Background: an optimization exercise with open tools, aiming at small area, a short achievable clock period and few clock cycles. Do not read the settings as production practice. In this exercise RTL edits were held to simulation tests only and were not proved equivalent to the original. Power and IR drop assume default switching activity.

==> module vt_decode, before the edit <==
module vt_decode (
	input  logic [9:0] data_in,
	output logic [4:0] recovered,
	output logic       good_syndrome
);
	wire [9:0] c = data_in;
	wire a0s, a0c, b0s, b0c;
	assign {a0c, a0s} = c[0] + c[2] + c[4];
	assign {b0c, b0s} = a0s + c[6] + c[8];
	wire a1s, a1c, b1s, b1c, d1s, d1c;
	assign {a1c, a1s} = c[1] + c[2] + c[5];
	assign {b1c, b1s} = c[6] + c[9] + a0c;
	assign {d1c, d1s} = a1s + b1s + b0c;
	wire a2s, a2c, b2s, b2c, d2s, d2c;
	assign {a2c, a2s} = c[3] + c[4] + c[5];
	assign {b2c, b2s} = c[6] + a1c + b1c;
	assign {d2c, d2s} = a2s + b2s + d1c;
	wire [2:0] hi;
	assign hi = 3'(a2c) + 3'(b2c) + 3'(d2c) + 3'(c[7]) + 3'(c[8]) + 3'(c[9]);
	wire [5:0] s = {hi, d2s, d1s, b0s};
	assign recovered = {data_in[8], data_in[6], data_in[5], data_in[4], data_in[2]};
	assign good_syndrome = (s == 6'd5) || (s == 6'd26) || (s == 6'd47);
endmodule
clock: 62.0 ns
lec_check: 0
abc_area: 1
cap_margin: 20
core_margin: 2
core_utilization: 50
cts_buf_list: sky130_fd_sc_hd__clkbuf_4 sky130_fd_sc_hd__clkbuf_8 sky130_fd_sc_hd__clkbuf_16
cts_cluster_diameter: 30
cts_cluster_size: 6
place_density: 0.6
setup_slack_margin: 3
slew_margin: 20
standard.sh (not shown) runs the stock make flow with config.mk's settings and CLKGATE_MAP_FILE= SYNTH_SCRIPT=/design/flow/synth_recipe.tcl, a recipe that flattens the netlist after the stock synthesis.
==> flow/flow/run.sh <==
#!/bin/bash
# Standard layout with two changes:
# - after the standard synthesis, the combinational logic is re-mapped for
#   area (flow/recover.sh); registers, tie cells and full-adder cells are
#   kept as synthesized, with their names and cell types;
# - the ports are buffered with buf_1 cells.
# Each tool writes its full output to its own log file in this folder.
set -euo pipefail
R=orfs/results/sky130hd/dna_vt_consensus/base
LIB=$FLOW_HOME/platforms/sky130hd/lib/sky130_fd_sc_hd__tt_025C_1v80.lib
bash standard.sh synth > synth.log 2>&1
cp $R/1_2_yosys.v synth_standard.v
# the standard synthesis's don't-use cells, as it passed them to ABC
grep -m1 -o 'abc -script.*' orfs/logs/sky130hd/dna_vt_consensus/base/1_2_yosys.log | grep -o -- '-dont_use [^ ]*' | tr '\n' ' ' > dont_use.txt
python3 flow/libmodels.py $LIB cell_models.v sky130_fd_sc_hd__fa_1,sky130_fd_sc_hd__fa_2,sky130_fd_sc_hd__fa_4 > libmodels.log 2>&1
bash flow/recover.sh synth_standard.v $R/1_2_yosys.v cell_models.v dont_use.txt > recover.log 2>&1
BUFFER_PORTS_ARGS="-buffer_cell sky130_fd_sc_hd__buf_1" bash standard.sh finish > finish.log 2>&1
Other scripts of this flow, unchanged in this note and not shown: flow/flow/area.abc, flow/flow/libmodels.py, flow/flow/recover.sh
Testbench counts at the start, summed over its fixed seeds: cycles 13,845.
Rerun with:
--- a/flow/design.v
+++ b/flow/design.v
@@ -208,24 +208,27 @@
 	output logic [4:0] recovered,
 	output logic       good_syndrome
 );
 	wire [9:0] c = data_in;
-	wire a0s, a0c, b0s, b0c;
-	assign {a0c, a0s} = c[0] + c[2] + c[4];
-	assign {b0c, b0s} = a0s + c[6] + c[8];
-	wire a1s, a1c, b1s, b1c, d1s, d1c;
-	assign {a1c, a1s} = c[1] + c[2] + c[5];
-	assign {b1c, b1s} = c[6] + c[9] + a0c;
-	assign {d1c, d1s} = a1s + b1s + b0c;
-	wire a2s, a2c, b2s, b2c, d2s, d2c;
-	assign {a2c, a2s} = c[3] + c[4] + c[5];
-	assign {b2c, b2s} = c[6] + a1c + b1c;
-	assign {d2c, d2s} = a2s + b2s + d1c;
-	wire [2:0] hi;
-	assign hi = 3'(a2c) + 3'(b2c) + 3'(d2c) + 3'(c[7]) + 3'(c[8]) + 3'(c[9]);
-	wire [5:0] s = {hi, d2s, d1s, b0s};
+	wire [5:0] T;
+	wire s0, k1a, k1b;
+	assign {k1a, s0}   = c[0] + c[2] + c[4];
+	assign {k1b, T[0]} = s0 + !c[6] + c[8];
+	wire s1, s2, k2a, k2b, k2c;
+	assign {k2a, s1}   = c[1] + c[2] + c[5];
+	assign {k2b, s2}   = c[9] + k1a + k1b;
+	assign {k2c, T[1]} = s1 + s2;
+	wire s3, s4, k3a, k3b, k3c;
+	assign {k3a, s3}   = c[3] + c[4] + c[5];
+	assign {k3b, s4}   = k2a + k2b + k2c;
+	assign {k3c, T[2]} = s3 + s4;
+	wire s5, s6, k4a, k4b, k4c;
+	assign {k4a, s5}   = c[6] + c[7] + c[8];
+	assign {k4b, s6}   = c[9] + k3a + k3b;
+	assign {k4c, T[3]} = s5 + s6 + k3c;
+	assign {T[5], T[4]} = k4a + k4b + k4c;
 	assign recovered = {data_in[8], data_in[6], data_in[5], data_in[4], data_in[2]};
-	assign good_syndrome = (s == 6'd5) || (s == 6'd26) || (s == 6'd47);
+	assign good_syndrome = (T == 6'd6) || (T == 6'd27) || (T == 6'd48);
 endmodule
 module dna_vt_consensus (
 	input  logic        clk,
 	input  logic        rst_n,
Result: Global-route usage went up by 0.94 points. Combinational power went up by 27%. Power went up by 8.8%. Utilization went down by 0.40 points. Die area went down by 1.4%. Routed wire length went up by 1.3%. Clock skew barely changes. Maximum frequency stays flat. Worst setup slack gets worse by 0.0091 ns. Cell count stays flat. Final area went down by 1.2%. Count of clock-buffer cells in the layout went down by 2. Non-clock buffer count went up by 1.
Testbench counts after the change, summed over its fixed seeds: cycles 13,845.

## afterwards: timing with drivers on the ports
How much do the figures lean on ideal ports? The routed layouts below were timed once more, with nothing changed but the port constraints. Step 1 (the two cells are an assumption about what drives the block):
set clk [get_ports {clk}]
set_driving_cell -lib_cell sky130_fd_sc_hd__clkbuf_16 $clk
set_driving_cell -lib_cell sky130_fd_sc_hd__buf_2 [delete_from_list [all_inputs] $clk]
Step 2 times the ports against the registers' clock, not the clock port: input delays grow and output delays shrink by t, the midpoint of the rising clock arrivals with the driver on. Three values: no drivers, after step 1, after step 2; two values: the first two.
run	t, ns	setup slack, ns	worst setup path after step 2
the first run	0.371	48.715 / 48.682 / 49.053	register to output
the second run	0.374	48.706 / 48.672 / 49.046	register to output
After both steps every run listed still meets setup and hold.
